From an optimization exercise on the open Yosys and OpenROAD flow, aimed at small area and a short achievable clock period; shortcuts taken in it are not production practice. Function was not checked in any run shown here: the RTL went through the layout flow alone. Power figures rest on the tool's default switching activity, not on a simulated workload.

--- design/flow/config.mk ---
export PLATFORM = sky130hd
export DESIGN_NAME = Execution
export DESIGN_NICKNAME = Execution
export VERILOG_FILES = /design/flow/design.v
export SDC_FILE = /design/flow/constraint.sdc
export NUM_CORES = 4
export LEC_CHECK = 0
export CAP_MARGIN = 20
export CORE_MARGIN = 2
export CORE_UTILIZATION = 40
export SLEW_MARGIN = 20
--- design/flow/constraint.sdc ---
create_clock -name core_clock -period 9.0 [get_ports {clk}]
set_input_delay 1.8000 -clock core_clock [delete_from_list [all_inputs] [get_ports {clk}]]
set_output_delay 1.8000 -clock core_clock [all_outputs]
set_load 0.01 [all_outputs]
--- design/flow/design.v ---
module Execution(
    input wire clk,
    input wire rst,
    input wire [6:0] opcode,
    input wire [4:0] dstin,
    input wire [31:0] src1,
    input wire [31:0] src2,
    input wire [9:0] offsetlo,
    output reg [31:0] result,
    output wire [6:0] memOp,
    output reg [9:0] MemAddr,
    input wire enable,
    output wire Nop21
    );
    reg doneMult;
    reg [2:0] phase;    
    reg [31:0] ma;      
    reg [31:0] mb;      
    reg mbp;            
    reg [1:0] mop;      
    wire multing = (phase != 3'd0);
    wire isMul = (opcode == 7'h02);
    assign Nop21 = ~doneMult & (isMul | multing);
    assign memOp = {5'b00100, mop};
    wire isLS = (opcode[6:2] == 5'b00100);
    wire [8:0] bw = {mb[7:0], mbp};
    wire [3:0] neg;
    wire [31:0] pp0, pp1, pp2, pp3;
    wire [32:0] ma0 = {ma, 1'b0};
    genvar k;
    generate for (k = 0; k < 4; k = k + 1) begin : g_booth
        wire b0 = bw[2*k], b1 = bw[2*k+1], b2 = bw[2*k+2];
        wire one = b1 ^ b0;
        wire two = (b2 & ~b1 & ~b0) | (~b2 & b1 & b0);
        assign neg[k] = b2;
        wire [31:0] row;
        genvar i;
        for (i = 0; i < 32; i = i + 1) begin : g_bit
            if (i < 2*k) begin : g_z
                assign row[i] = 1'b0;
            end else begin : g_s
                assign row[i] = ((one & ma0[i-2*k+1]) | (two & ma0[i-2*k])) ^ b2;
            end
        end
        if (k == 0) begin : g_r0 assign pp0 = row; end
        if (k == 1) begin : g_r1 assign pp1 = row; end
        if (k == 2) begin : g_r2 assign pp2 = row; end
        if (k == 3) begin : g_r3 assign pp3 = row; end
    end endgenerate
    wire t1 = result[4] ^ pp0[4];
    wire t2 = result[4] & pp0[4];
    wire t3 = result[5] ^ pp0[5];
    wire t4 = result[5] & pp0[5];
    wire t5 = result[6] ^ pp0[6] ^ pp1[6];
    wire t6 = (result[6] & pp0[6]) | (result[6] & pp1[6]) | (pp0[6] & pp1[6]);
    wire t7 = pp2[6] ^ pp3[6];
    wire t8 = pp2[6] & pp3[6];
    wire t9 = result[7] ^ pp0[7] ^ pp1[7];
    wire t10 = (result[7] & pp0[7]) | (result[7] & pp1[7]) | (pp0[7] & pp1[7]);
    wire t11 = pp2[7] ^ pp3[7];
    wire t12 = pp2[7] & pp3[7];
    wire t13 = result[8] ^ pp0[8] ^ pp1[8];
    wire t14 = (result[8] & pp0[8]) | (result[8] & pp1[8]) | (pp0[8] & pp1[8]);
    wire t15 = pp2[8] ^ pp3[8];
    wire t16 = pp2[8] & pp3[8];
    wire t17 = result[9] ^ pp0[9] ^ pp1[9];
    wire t18 = (result[9] & pp0[9]) | (result[9] & pp1[9]) | (pp0[9] & pp1[9]);
    wire t19 = pp2[9] ^ pp3[9];
    wire t20 = pp2[9] & pp3[9];
    wire t21 = result[10] ^ pp0[10] ^ pp1[10];
    wire t22 = (result[10] & pp0[10]) | (result[10] & pp1[10]) | (pp0[10] & pp1[10]);
    wire t23 = pp2[10] ^ pp3[10];
    wire t24 = pp2[10] & pp3[10];
    wire t25 = result[11] ^ pp0[11] ^ pp1[11];
    wire t26 = (result[11] & pp0[11]) | (result[11] & pp1[11]) | (pp0[11] & pp1[11]);
    wire t27 = pp2[11] ^ pp3[11];
    wire t28 = pp2[11] & pp3[11];
    wire t29 = result[12] ^ pp0[12] ^ pp1[12];
    wire t30 = (result[12] & pp0[12]) | (result[12] & pp1[12]) | (pp0[12] & pp1[12]);
    wire t31 = pp2[12] ^ pp3[12];
    wire t32 = pp2[12] & pp3[12];
    wire t33 = result[13] ^ pp0[13] ^ pp1[13];
    wire t34 = (result[13] & pp0[13]) | (result[13] & pp1[13]) | (pp0[13] & pp1[13]);
    wire t35 = pp2[13] ^ pp3[13];
    wire t36 = pp2[13] & pp3[13];
    wire t37 = result[14] ^ pp0[14] ^ pp1[14];
    wire t38 = (result[14] & pp0[14]) | (result[14] & pp1[14]) | (pp0[14] & pp1[14]);
    wire t39 = pp2[14] ^ pp3[14];
    wire t40 = pp2[14] & pp3[14];
    wire t41 = result[15] ^ pp0[15] ^ pp1[15];
    wire t42 = (result[15] & pp0[15]) | (result[15] & pp1[15]) | (pp0[15] & pp1[15]);
    wire t43 = pp2[15] ^ pp3[15];
    wire t44 = pp2[15] & pp3[15];
    wire t45 = result[16] ^ pp0[16] ^ pp1[16];
    wire t46 = (result[16] & pp0[16]) | (result[16] & pp1[16]) | (pp0[16] & pp1[16]);
    wire t47 = pp2[16] ^ pp3[16];
    wire t48 = pp2[16] & pp3[16];
    wire t49 = result[17] ^ pp0[17] ^ pp1[17];
    wire t50 = (result[17] & pp0[17]) | (result[17] & pp1[17]) | (pp0[17] & pp1[17]);
    wire t51 = pp2[17] ^ pp3[17];
    wire t52 = pp2[17] & pp3[17];
    wire t53 = result[18] ^ pp0[18] ^ pp1[18];
    wire t54 = (result[18] & pp0[18]) | (result[18] & pp1[18]) | (pp0[18] & pp1[18]);
    wire t55 = pp2[18] ^ pp3[18];
    wire t56 = pp2[18] & pp3[18];
    wire t57 = result[19] ^ pp0[19] ^ pp1[19];
    wire t58 = (result[19] & pp0[19]) | (result[19] & pp1[19]) | (pp0[19] & pp1[19]);
    wire t59 = pp2[19] ^ pp3[19];
    wire t60 = pp2[19] & pp3[19];
    wire t61 = result[20] ^ pp0[20] ^ pp1[20];
    wire t62 = (result[20] & pp0[20]) | (result[20] & pp1[20]) | (pp0[20] & pp1[20]);
    wire t63 = pp2[20] ^ pp3[20];
    wire t64 = pp2[20] & pp3[20];
    wire t65 = result[21] ^ pp0[21] ^ pp1[21];
    wire t66 = (result[21] & pp0[21]) | (result[21] & pp1[21]) | (pp0[21] & pp1[21]);
    wire t67 = pp2[21] ^ pp3[21];
    wire t68 = pp2[21] & pp3[21];
    wire t69 = result[22] ^ pp0[22] ^ pp1[22];
    wire t70 = (result[22] & pp0[22]) | (result[22] & pp1[22]) | (pp0[22] & pp1[22]);
    wire t71 = pp2[22] ^ pp3[22];
    wire t72 = pp2[22] & pp3[22];
    wire t73 = result[23] ^ pp0[23] ^ pp1[23];
    wire t74 = (result[23] & pp0[23]) | (result[23] & pp1[23]) | (pp0[23] & pp1[23]);
    wire t75 = pp2[23] ^ pp3[23];
    wire t76 = pp2[23] & pp3[23];
    wire t77 = result[24] ^ pp0[24] ^ pp1[24];
    wire t78 = (result[24] & pp0[24]) | (result[24] & pp1[24]) | (pp0[24] & pp1[24]);
    wire t79 = pp2[24] ^ pp3[24];
    wire t80 = pp2[24] & pp3[24];
    wire t81 = result[25] ^ pp0[25] ^ pp1[25];
    wire t82 = (result[25] & pp0[25]) | (result[25] & pp1[25]) | (pp0[25] & pp1[25]);
    wire t83 = pp2[25] ^ pp3[25];
    wire t84 = pp2[25] & pp3[25];
    wire t85 = result[26] ^ pp0[26] ^ pp1[26];
    wire t86 = (result[26] & pp0[26]) | (result[26] & pp1[26]) | (pp0[26] & pp1[26]);
    wire t87 = pp2[26] ^ pp3[26];
    wire t88 = pp2[26] & pp3[26];
    wire t89 = result[27] ^ pp0[27] ^ pp1[27];
    wire t90 = (result[27] & pp0[27]) | (result[27] & pp1[27]) | (pp0[27] & pp1[27]);
    wire t91 = pp2[27] ^ pp3[27];
    wire t92 = pp2[27] & pp3[27];
    wire t93 = result[28] ^ pp0[28] ^ pp1[28];
    wire t94 = (result[28] & pp0[28]) | (result[28] & pp1[28]) | (pp0[28] & pp1[28]);
    wire t95 = pp2[28] ^ pp3[28];
    wire t96 = pp2[28] & pp3[28];
    wire t97 = result[29] ^ pp0[29] ^ pp1[29];
    wire t98 = (result[29] & pp0[29]) | (result[29] & pp1[29]) | (pp0[29] & pp1[29]);
    wire t99 = pp2[29] ^ pp3[29];
    wire t100 = pp2[29] & pp3[29];
    wire t101 = result[30] ^ pp0[30] ^ pp1[30];
    wire t102 = (result[30] & pp0[30]) | (result[30] & pp1[30]) | (pp0[30] & pp1[30]);
    wire t103 = pp2[30] ^ pp3[30];
    wire t104 = pp2[30] & pp3[30];
    wire t105 = result[31] ^ pp0[31] ^ pp1[31];
    wire t106 = (result[31] & pp0[31]) | (result[31] & pp1[31]) | (pp0[31] & pp1[31]);
    wire t107 = pp2[31] ^ pp3[31];
    wire t108 = pp2[31] & pp3[31];
    wire t109 = result[2] ^ pp0[2];
    wire t110 = result[2] & pp0[2];
    wire t111 = result[3] ^ pp0[3];
    wire t112 = result[3] & pp0[3];
    wire t113 = t1 ^ pp1[4] ^ pp2[4];
    wire t114 = (t1 & pp1[4]) | (t1 & pp2[4]) | (pp1[4] & pp2[4]);
    wire t115 = t2 ^ t3 ^ pp1[5];
    wire t116 = (t2 & t3) | (t2 & pp1[5]) | (t3 & pp1[5]);
    wire t117 = t4 ^ t5 ^ t7;
    wire t118 = (t4 & t5) | (t4 & t7) | (t5 & t7);
    wire t119 = t6 ^ t8 ^ t9;
    wire t120 = (t6 & t8) | (t6 & t9) | (t8 & t9);
    wire t121 = t10 ^ t12 ^ t13;
    wire t122 = (t10 & t12) | (t10 & t13) | (t12 & t13);
    wire t123 = t14 ^ t16 ^ t17;
    wire t124 = (t14 & t16) | (t14 & t17) | (t16 & t17);
    wire t125 = t18 ^ t20 ^ t21;
    wire t126 = (t18 & t20) | (t18 & t21) | (t20 & t21);
    wire t127 = t22 ^ t24 ^ t25;
    wire t128 = (t22 & t24) | (t22 & t25) | (t24 & t25);
    wire t129 = t26 ^ t28 ^ t29;
    wire t130 = (t26 & t28) | (t26 & t29) | (t28 & t29);
    wire t131 = t30 ^ t32 ^ t33;
    wire t132 = (t30 & t32) | (t30 & t33) | (t32 & t33);
    wire t133 = t34 ^ t36 ^ t37;
    wire t134 = (t34 & t36) | (t34 & t37) | (t36 & t37);
    wire t135 = t38 ^ t40 ^ t41;
    wire t136 = (t38 & t40) | (t38 & t41) | (t40 & t41);
    wire t137 = t42 ^ t44 ^ t45;
    wire t138 = (t42 & t44) | (t42 & t45) | (t44 & t45);
    wire t139 = t46 ^ t48 ^ t49;
    wire t140 = (t46 & t48) | (t46 & t49) | (t48 & t49);
    wire t141 = t50 ^ t52 ^ t53;
    wire t142 = (t50 & t52) | (t50 & t53) | (t52 & t53);
    wire t143 = t54 ^ t56 ^ t57;
    wire t144 = (t54 & t56) | (t54 & t57) | (t56 & t57);
    wire t145 = t58 ^ t60 ^ t61;
    wire t146 = (t58 & t60) | (t58 & t61) | (t60 & t61);
    wire t147 = t62 ^ t64 ^ t65;
    wire t148 = (t62 & t64) | (t62 & t65) | (t64 & t65);
    wire t149 = t66 ^ t68 ^ t69;
    wire t150 = (t66 & t68) | (t66 & t69) | (t68 & t69);
    wire t151 = t70 ^ t72 ^ t73;
    wire t152 = (t70 & t72) | (t70 & t73) | (t72 & t73);
    wire t153 = t74 ^ t76 ^ t77;
    wire t154 = (t74 & t76) | (t74 & t77) | (t76 & t77);
    wire t155 = t78 ^ t80 ^ t81;
    wire t156 = (t78 & t80) | (t78 & t81) | (t80 & t81);
    wire t157 = t82 ^ t84 ^ t85;
    wire t158 = (t82 & t84) | (t82 & t85) | (t84 & t85);
    wire t159 = t86 ^ t88 ^ t89;
    wire t160 = (t86 & t88) | (t86 & t89) | (t88 & t89);
    wire t161 = t90 ^ t92 ^ t93;
    wire t162 = (t90 & t92) | (t90 & t93) | (t92 & t93);
    wire t163 = t94 ^ t96 ^ t97;
    wire t164 = (t94 & t96) | (t94 & t97) | (t96 & t97);
    wire t165 = t98 ^ t100 ^ t101;
    wire t166 = (t98 & t100) | (t98 & t101) | (t100 & t101);
    wire t167 = t102 ^ t104 ^ t105;
    wire t168 = (t102 & t104) | (t102 & t105) | (t104 & t105);
    wire t169 = result[0] ^ pp0[0];
    wire t170 = result[0] & pp0[0];
    wire t171 = result[1] ^ pp0[1];
    wire t172 = result[1] & pp0[1];
    wire t173 = t109 ^ pp1[2] ^ neg[1];
    wire t174 = (t109 & pp1[2]) | (t109 & neg[1]) | (pp1[2] & neg[1]);
    wire t175 = t110 ^ t111 ^ pp1[3];
    wire t176 = (t110 & t111) | (t110 & pp1[3]) | (t111 & pp1[3]);
    wire t177 = t112 ^ t113 ^ neg[2];
    wire t178 = (t112 & t113) | (t112 & neg[2]) | (t113 & neg[2]);
    wire t179 = t114 ^ t115 ^ pp2[5];
    wire t180 = (t114 & t115) | (t114 & pp2[5]) | (t115 & pp2[5]);
    wire t181 = t116 ^ t117 ^ neg[3];
    wire t182 = (t116 & t117) | (t116 & neg[3]) | (t117 & neg[3]);
    wire t183 = t118 ^ t119 ^ t11;
    wire t184 = (t118 & t119) | (t118 & t11) | (t119 & t11);
    wire t185 = t120 ^ t121 ^ t15;
    wire t186 = (t120 & t121) | (t120 & t15) | (t121 & t15);
    wire t187 = t122 ^ t123 ^ t19;
    wire t188 = (t122 & t123) | (t122 & t19) | (t123 & t19);
    wire t189 = t124 ^ t125 ^ t23;
    wire t190 = (t124 & t125) | (t124 & t23) | (t125 & t23);
    wire t191 = t126 ^ t127 ^ t27;
    wire t192 = (t126 & t127) | (t126 & t27) | (t127 & t27);
    wire t193 = t128 ^ t129 ^ t31;
    wire t194 = (t128 & t129) | (t128 & t31) | (t129 & t31);
    wire t195 = t130 ^ t131 ^ t35;
    wire t196 = (t130 & t131) | (t130 & t35) | (t131 & t35);
    wire t197 = t132 ^ t133 ^ t39;
    wire t198 = (t132 & t133) | (t132 & t39) | (t133 & t39);
    wire t199 = t134 ^ t135 ^ t43;
    wire t200 = (t134 & t135) | (t134 & t43) | (t135 & t43);
    wire t201 = t136 ^ t137 ^ t47;
    wire t202 = (t136 & t137) | (t136 & t47) | (t137 & t47);
    wire t203 = t138 ^ t139 ^ t51;
    wire t204 = (t138 & t139) | (t138 & t51) | (t139 & t51);
    wire t205 = t140 ^ t141 ^ t55;
    wire t206 = (t140 & t141) | (t140 & t55) | (t141 & t55);
    wire t207 = t142 ^ t143 ^ t59;
    wire t208 = (t142 & t143) | (t142 & t59) | (t143 & t59);
    wire t209 = t144 ^ t145 ^ t63;
    wire t210 = (t144 & t145) | (t144 & t63) | (t145 & t63);
    wire t211 = t146 ^ t147 ^ t67;
    wire t212 = (t146 & t147) | (t146 & t67) | (t147 & t67);
    wire t213 = t148 ^ t149 ^ t71;
    wire t214 = (t148 & t149) | (t148 & t71) | (t149 & t71);
    wire t215 = t150 ^ t151 ^ t75;
    wire t216 = (t150 & t151) | (t150 & t75) | (t151 & t75);
    wire t217 = t152 ^ t153 ^ t79;
    wire t218 = (t152 & t153) | (t152 & t79) | (t153 & t79);
    wire t219 = t154 ^ t155 ^ t83;
    wire t220 = (t154 & t155) | (t154 & t83) | (t155 & t83);
    wire t221 = t156 ^ t157 ^ t87;
    wire t222 = (t156 & t157) | (t156 & t87) | (t157 & t87);
    wire t223 = t158 ^ t159 ^ t91;
    wire t224 = (t158 & t159) | (t158 & t91) | (t159 & t91);
    wire t225 = t160 ^ t161 ^ t95;
    wire t226 = (t160 & t161) | (t160 & t95) | (t161 & t95);
    wire t227 = t162 ^ t163 ^ t99;
    wire t228 = (t162 & t163) | (t162 & t99) | (t163 & t99);
    wire t229 = t164 ^ t165 ^ t103;
    wire t230 = (t164 & t165) | (t164 & t103) | (t165 & t103);
    wire t231 = t166 ^ t167 ^ t107;
    wire t232 = (t166 & t167) | (t166 & t107) | (t167 & t107);
    wire [31:0] csa = {t230, t228, t226, t224, t222, t220, t218, t216, t214, t212, t210, t208, t206, t204, t202, t200, t198, t196, t194, t192, t190, t188, t186, t184, t182, t180, t178, t176, t174, t172, t170, t169};
    wire [31:0] csb = {t231, t229, t227, t225, t223, t221, t219, t217, t215, t213, t211, t209, t207, t205, t203, t201, t199, t197, t195, t193, t191, t189, t187, t185, t183, t181, t179, t177, t175, t173, t171, neg[0]};
    wire [31:0] mac = csa + csb;
    wire sub = opcode[0];
    wire [32:0] alu33 = {src1, 1'b1} + {src2 ^ {32{sub}}, sub};
    wire [31:0] alu = alu33[32:1];
    always @(posedge clk) begin
        if (rst) begin
            doneMult <= 1'b0;
            phase <= 3'd0;
            result <= 32'd0;
        end else if (enable) begin
            case (opcode)
                7'h00, 7'h01: result <= alu;
                7'h02: begin
                    if (phase == 3'd0) begin
                        result <= 32'd0;
                        phase <= 3'd1;
                    end else if (phase == 3'd5) begin
                        doneMult <= 1'b1;
                        phase <= 3'd0;
                    end else begin
                        result <= mac;
                        phase <= phase + 3'd1;
                    end
                end
                7'h10, 7'h11, 7'h12, 7'h13: result <= src1;
                7'h3F: ;
                default: result <= 32'hFFFFFFFF;
            endcase
        end
    end
    always @(posedge clk) begin
        if (enable & isMul) begin
            if (phase == 3'd0) begin
                ma <= src1;
                mb <= src2;
                mbp <= 1'b0;
            end else begin
                ma <= {ma[23:0], 8'd0};
                mb <= {8'd0, mb[31:8]};
                mbp <= mb[7];
            end
        end
    end
    always @(posedge clk) begin
        if (~rst & enable & isLS) begin
            MemAddr <= offsetlo + {5'd0, dstin};
            mop <= opcode[1:0];
        end
    end
endmodule
--- design/flow/run.sh ---
#!/bin/bash
# synth_recipe.tcl (not shown) runs the flow's synth.tcl, then flattens the netlist and writes it again
# the make line also repeats each setting of config.mk as NAME=value (left out here)
make -C /OpenROAD-flow-scripts/flow DESIGN_CONFIG=/design/flow/config.mk WORK_HOME=/design/flow/orfs CLKGATE_MAP_FILE= SYNTH_SCRIPT=/design/flow/synth_recipe.tcl finish
==> impl_metrics.ini, run 1 <==
[detailed_routing]
vias = 14805
drc = 0
vias_per_cell = 5.96
first_pass_iters = 7
drt_iter0_markers = 1282
antenna_left = 0
wl_um = 53000
wl_per_cell_um = 21.3

[hold_path]
hold_end = doneMult$_SDFFE_PP0P_
min_path_cells = 2
hold_class = reg -> reg
hold_start = doneMult$_SDFFE_PP0P_

[synthesis]
ys.flop_type = edfxtp_1
synth_compound_area_frac = 0.275
netlist_instances = 1963
yosysTopAreaCellShare = 0.148
synth_top_family_by_area = compound AO/OA/AOI/OAI gates
synth.area.mux_share = 0.0366
synth_seq_cells = 113
synth.yosys.seq_area_share = 0.194
synthDistinctLibCells = 87
synth_area_leader_cell = edfxtp_1
synth_area_um2 = 15600
synth-edff-count = 77
synth-simple-area-share = 0.140
synth_xor_area_frac = 0.0615
yosys-top-cells-area = edfxtp_1 (15%), fa_1 (11%), ha_1 (7.9%)
synthAdderAreaFrac = 0.198
yosysWarnings = 1
syn_area_per_cell_um2 = 7.95
async_reset_ff_frac = 0

[timing]
fin_crit_sh = 0.783
fin_skew_ps = 6.84
worst_pin_slew_ps = 1160
setup_ws_ps = 1950
finalSetupViolCount = 0
finalHoldViolCount = 0
timing.final.crit_period_ps = 7050
rsz0062_at_grt = no
tns_ps = 0
slew_violations = 0
slew_headroom = 0.224
max_freq_mhz = 142
hold-worst-slack_ps = 476

[critical_path]
path_common_cell = fa_1
cp_slowest_cell = edfxtp_1
worstSetupPathType = reg -> reg
worst_ep_required_time_ps = 9280
start_kind = flip-flop
path_max_fanout = 28
path_cells = nand2_1 -> o22ai_1 -> nor2_1 -> nor2_1 -> a221oi_1 -> fa_1 -> fa_1 -> inv_1 -> fa_1 -> inv_1 -> ha_1 -> a21oi_1 -> a21boi_0 -> o31a_1 -> o31ai_4 -> a2111oi_4 -> o41ai_1 -> nand2b_1 -> nor2b_1 -> o21a_1 -> a211oi_2
r2r-end = result[31]$_SDFFE_PP0P_
r2r_slack_ps = 1950
r2r-start = mb[1]$_DFFE_PP_
end_kind = flip-flop
max_stage_delay_ps = 970
r2r_cells = 21
cp.arrival_ps = 7330

[final_layout]
syn_to_final_growth_pct = 13.2
num-nets-final = 2223
antenna_cells = 0
layout-drive-gt1-share = 0.0712

[floorplan]
die_width_um = 202
die_y_um = 202
dieArea_um2 = 40600
boundaryPins = 139
fp-row-count = 72
start_util = 0.405
coreArea_um2 = 38600

[power_and_ir_drop]
powerDensity_nw_per_um2 = 114
power_leakage_nw = 7.14
ir_drop_mv = 0.105

[placement]
place_ws_ps = 2010
place.gp.congestion = 1.01
io_buffers = 133
dpl.hpwl_um = 39900

[cts]
clk_pin_slew_ps = 60
cts-hold-fix-buffers = 0
cts_tree = built
root_buffer = clkbuf_16
numCtsBuffers = 17
cts_resized = 0
clockBufferDepth = 2
post_cts_buffers = 0
cts.sinks = 113
cts.htree.levels = 4
clk_latency_ps = 440

[outcome]
status = timing/DRC/antenna clean

[global_route]
grt_pass1_vias = 14246
busiest_layer = met2
use_met1 = 0.365
grt_max_degree = 71
grt_pass1_wl_um = 82300
met2_usage = 0.421
met3_usage = 0.0311
antenna_found_initial = 0
grt_usage = 0.257
grt_overflow = 0

[job]
drv_cap = 0
[how the worst max path moves through the flow]
stage / depth (start not counted) / to / from / slack, ps
6_report: 21 / result[31]$_SDFFE_PP0P_ / mb[1]$_DFFE_PP_ / 1950
5_1_grt: 21 / result[31]$_SDFFE_PP0P_ / mb[1]$_DFFE_PP_ / 1580
4_1_cts: 21 / result[31]$_SDFFE_PP0P_ / mb[1]$_DFFE_PP_ / 1960
3_5_place_dp: 21 / result[31]$_SDFFE_PP0P_ / mb[1]$_DFFE_PP_ / 2010
3_3_place_gp: 21 / result[31]$_SDFFE_PP0P_ / mb[1]$_DFFE_PP_ / 2120
2_1_floorplan: 24 / result[31]$_SDFFE_PP0P_ / mb[1]$_DFFE_PP_ / 3410
[cells by family (layout without fill, tap and decap cells)]
kind of cell,after synthesis,in the layout
DFF,113,113
muxes,51,51
adders and majority gates,203,203
and+or+nand+nor,470,470
AOI/OAI and AO/OA,639,639
other,2,5
buffers and inverters,377,378
xor gates and xnor gates,108,108
[sequential cells by signal (all words and copies together), names as in the netlist]
register,flops
mb,32
ma,32
doneMult,1
mbp,1
result,32
phase,3
MemAddr,10
mop,2
[stage by stage]
stage	util	power [mW]	cells	instance area, um2
after global placement	0.443	1.29	2453	17100
after global routing	0.458	2.11	2485	17700
after detailed placement	0.443	1.30	2453	17100
after CTS	0.458	2.01	2485	17700
final	0.458	2.01	2485	17700
after floorplan	-	1.07	1966	15600
[worst max-delay path: cells and delay by family, from the launching register on]
| kind | cells | cell delay, ps |
|---|---|---|
| AND/OR/NAND/NOR | 5 | 1400 |
| adder cells (fa/ha/maj) | 4 | 1940 |
| flip-flops | 1 | 970 |
| AO/OA/AOI/OAI | 10 | 2460 |
| buffers and inverters | 2 | 100 |
[layer usage]
metal,part of all wire,vias up
met2,0.47,593
met1,0.45,7188
met3,0.068,50
met4,0.013,0
met5,0,-
li1,-,6974
[power breakdown]
part           switching (mW)  internal [mW]
sequential             0.0178          0.567
combinational           0.408          0.310
clock                   0.251          0.454
[synth_stat cells (all sizes together) (6+ instances only)]
| library cell | instances |
|---|---|
| a211oi | 29 |
| a21o | 29 |
| a21oi | 201 |
| a221oi | 67 |
| a22oi | 36 |
| a31oi | 11 |
| and2 | 27 |
| and3 | 6 |
| buf | 34 |
| clkbuf | 153 |
| dfxtp | 36 |
| edfxtp | 77 |
| fa | 82 |
| ha | 98 |
| inv | 189 |
| maj3 | 23 |
| mux2 | 49 |
| nand2 | 110 |
| nand2b | 21 |
| nand3 | 19 |
| nand4 | 9 |
| nor2 | 191 |
| nor2b | 29 |
| nor3 | 28 |
| o211ai | 7 |
| o21a | 8 |
| o21ai | 89 |
| o21bai | 13 |
| o22a | 13 |
| o22ai | 77 |
| o311a | 14 |
| or3 | 6 |
| xnor2 | 50 |
| xor2 | 57 |
[cell type report]
type	count	area, um2
inverters	190	713
multi-input cells	1476	11200
repair buffers	156	1490
well taps	518	648
fillers	3873	20900
flip-flops and latches	113	3030
clock buffers	22	474
clock inverters	10	133
[cell usage in the layout, fill, tap and decap left out, types with 6 or more instances in the layout]
master	instances
inv_1	189
o22ai_1	77
a211oi_1	25
nand2_1	110
a21o_1	29
fa_1	82
nor2_1	186
o21ai_0	86
nand4_1	9
a21oi_1	196
or3_1	6
nand3_1	19
edfxtp_1	77
a31oi_1	11
o21a_1	8
and2_1	24
maj3_1	23
xor2_1	57
buf_4	23
dfxtp_1	36
a221oi_1	65
mux2_2	49
nor2b_1	29
o311a_1	14
clkdlybuf4s50_1	131
nor3_1	25
and3_1	6
o21bai_1	13
ha_1	98
nand2b_1	21
clkbuf_16	17
o22a_1	13
a22oi_1	36
xnor2_1	50
==> run 2: changes to the inputs <==
--- a/design/flow/config.mk
+++ b/design/flow/config.mk
@@ -10,2 +10,3 @@
 export CORE_UTILIZATION = 40
+export SETUP_SLACK_MARGIN = 4.5
 export SLEW_MARGIN = 20
==> impl_metrics.ini, run 2 <==
[timing]
rsz0062_at_grt = yes
fin_skew_ps = 11.7
slew_violations = 0
slew_headroom = 0.333
finalHoldViolCount = 0
worst_pin_slew_ps = 1000
max_freq_mhz = 178
timing.final.crit_period_ps = 5610
fin_crit_sh = 0.624
tns_ps = 0
finalSetupViolCount = 0

[synthesis]
synth.yosys.seq_area_share = 0.194
yosysWarnings = 1
async_reset_ff_frac = 0
synth-edff-count = 77
ys.flop_type = edfxtp_1
yosysMostFrequentCell = a21oi_1
netlist_instances = 1963
syn_area_per_cell_um2 = 7.95
synth_area_um2 = 15600
synthDistinctLibCells = 87
synth_area_leader_cell = edfxtp_1
yosys-top-cells-area = edfxtp_1 (15%), fa_1 (11%), ha_1 (7.9%)
yosys-top-cells-count = a21oi_1 (197), nor2_1 (191), inv_1 (189)
synth-simple-area-share = 0.140
yosysTopAreaCellShare = 0.148
synth_compound_area_frac = 0.275
synth_top_family_by_area = compound AO/OA/AOI/OAI gates
synthAdderAreaFrac = 0.198
synth_xor_area_frac = 0.0615
synth.area.mux_share = 0.0366
synth_seq_cells = 113

[power_and_ir_drop]
powerDensity_nw_per_um2 = 108
ir_drop_mv = 0.138
total_power_mw = 2.17
power_leakage_nw = 8.15

[critical_path]
max_stage_delay_ps = 560
path_common_cell = buf_6
path_max_fanout = 4
worst_ep_required_time_ps = 9300
worstSetupPathType = reg -> reg
end_kind = flip-flop
cp_slowest_cell = fa_1
cp.arrival_ps = 5910
start_kind = flip-flop

[detailed_routing]
wl_um = 60600
drc = 0
vias = 15755
first_pass_iters = 5
drt_iter0_markers = 1298
wl_per_cell_um = 23.2
antenna_left = 0
vias_per_cell = 6.04

[final_layout]
seqCellArea_um2 = 3030
syn_to_final_growth_pct = 28.8
num-nets-final = 2345
reg.largest.list = ma x32, mb x32, result x32
layout-drive-gt1-share = 0.193
final_cell_mix = inv_1 (179), nor2_1 (178), a21oi_1 (176), clkdlybuf4s50_1 (124), nand2_1 (101)
finish.utilization = 0.521
final_common_cell = inv_1
multi_input_comb_area_um2 = 12200
nFillCells = 3658
antenna_cells = 0

[cts]
clk_latency_ps = 440
cts-hold-fix-buffers = 0
clk_pin_slew_ps = 60
cts_tree = built
clockBufferDepth = 2
cts.htree.levels = 4
root_buffer = clkbuf_16
cts.sinks = 113
numCtsBuffers = 17

[floorplan]
coreArea_um2 = 38600
dieArea_um2 = 40600
boundaryPins = 139
die_y_um = 202
die_width_um = 202
fp-row-count = 72
start_util = 0.405

[global_route]
grt_usage = 0.289
grt_max_degree = 69
grt_pass1_vias = 14955
antenna_found_initial = 0
grt_overflow = 0
grt_pass1_wl_um = 90600

[placement]
dpl.hpwl_um = 40100
place.gp.congestion = 0.907
io_buffers = 133

[job]
drv_cap = 0

[outcome]
status = timing/DRC/antenna clean

[hold_path]
hold_class = reg -> reg
run 2: area by class of cell:
class	count	share of cell area
timing repair buffer	276	0.147
clock inverter	14	0.00610
multi-input combinational	1478	0.607
sequential	113	0.151
clock buffer	18	0.0213
tap	518	0.0322
inverter	190	0.0359
run 2: kinds of logic (layout without fill, tap and decap cells):
group                      after synthesis  in the layout
DFF                                    113            113
and+or+nand+nor                        470            472
muxes                                   51             51
buffers and inverters                  377            498
xor gates and xnor gates               108            108
other                                    2              5
AOI/OAI and AO/OA                      639            639
adders and majority gates              203            203
run 2: what timing repair did:
item,in CTS,in global routing
cloned,14,1
pin swaps,50,81
setup buffers,78,28
gates resized for setup,188,96
endpoints found under the setup margin,83,27
run 2: worst max-delay path: cells and delay by family, from the launching register on:
family	cells	cell delay [ps]
AO/OA/AOI/OAI	9	1650
AND/OR/NAND/NOR	5	720
buffers and inverters	8	920
flip-flops	1	440
adder cells (fa/ha/maj)	4	1730
run 2: final timing paths:
kind	startpoint	end	slack [ps]	cells after the start
worst max-delay path	mb[2]$_DFFE_PP_	result[29]$_SDFFE_PP0P_	3390	26
worst min-delay path	doneMult$_SDFFE_PP0P_	doneMult$_SDFFE_PP0P_	510	2
worst max register to register	mb[2]$_DFFE_PP_	result[29]$_SDFFE_PP0P_	3390	26
worst min register to register	doneMult$_SDFFE_PP0P_	doneMult$_SDFFE_PP0P_	510	2
run 2: power by group:
part	leakage [nW]	internal, mW	switching (mW)
clock network	0.265	0.400	0.267
registers	0.995	0.567	0.0186
logic	6.89	0.421	0.494
total	8.15	1.39	0.780
run 2: metal layers:
layer | track usage | share of wire
met5 | 0 | 0
met4 | 0.0924 | 0.035
met3 | 0.0421 | 0.077
met2 | 0.466 | 0.45
met1 | 0.398 | 0.43
run 2: metrics by stage:
step	hold WS, ps	cells	setup WS (ps)	instance area (um2)
6_report	507	2607	3390	20100
5_1_grt	537	2607	3210	20100
4_1_cts	513	2578	3610	19400
3_5_place_dp	499	2454	2340	17200
3_3_place_gp	489	2454	2450	17200
2_1_floorplan	458	1966	3800	15800

==> separate check: timing with driven ports <==
No port has a modelled driver above. Below, the same layouts with a new extraction and two added sets of constraints.
Step 1 (the two cells are an assumption about what drives the block):
set clk [get_ports {clk}]
set_driving_cell -lib_cell sky130_fd_sc_hd__clkbuf_16 $clk
set_driving_cell -lib_cell sky130_fd_sc_hd__buf_2 [delete_from_list [all_inputs] $clk]
Step 2 also shifts input and output timing later by t, the mid clock arrival at the registers, as if the neighbouring blocks saw the same clock.
Three values: no drivers, after step 1, after step 2; two values: the first two.
run	t (ns)	slack for setup (ns)	worst hold slack (ns)
run 1	0.479	1.953 / 1.953 / 1.953	0.476 / 0.476 / 0.476
run 2	0.482	3.387 / 3.387 / 3.387	0.507 / 0.507 / 0.507
After both steps every run listed still meets setup and hold.
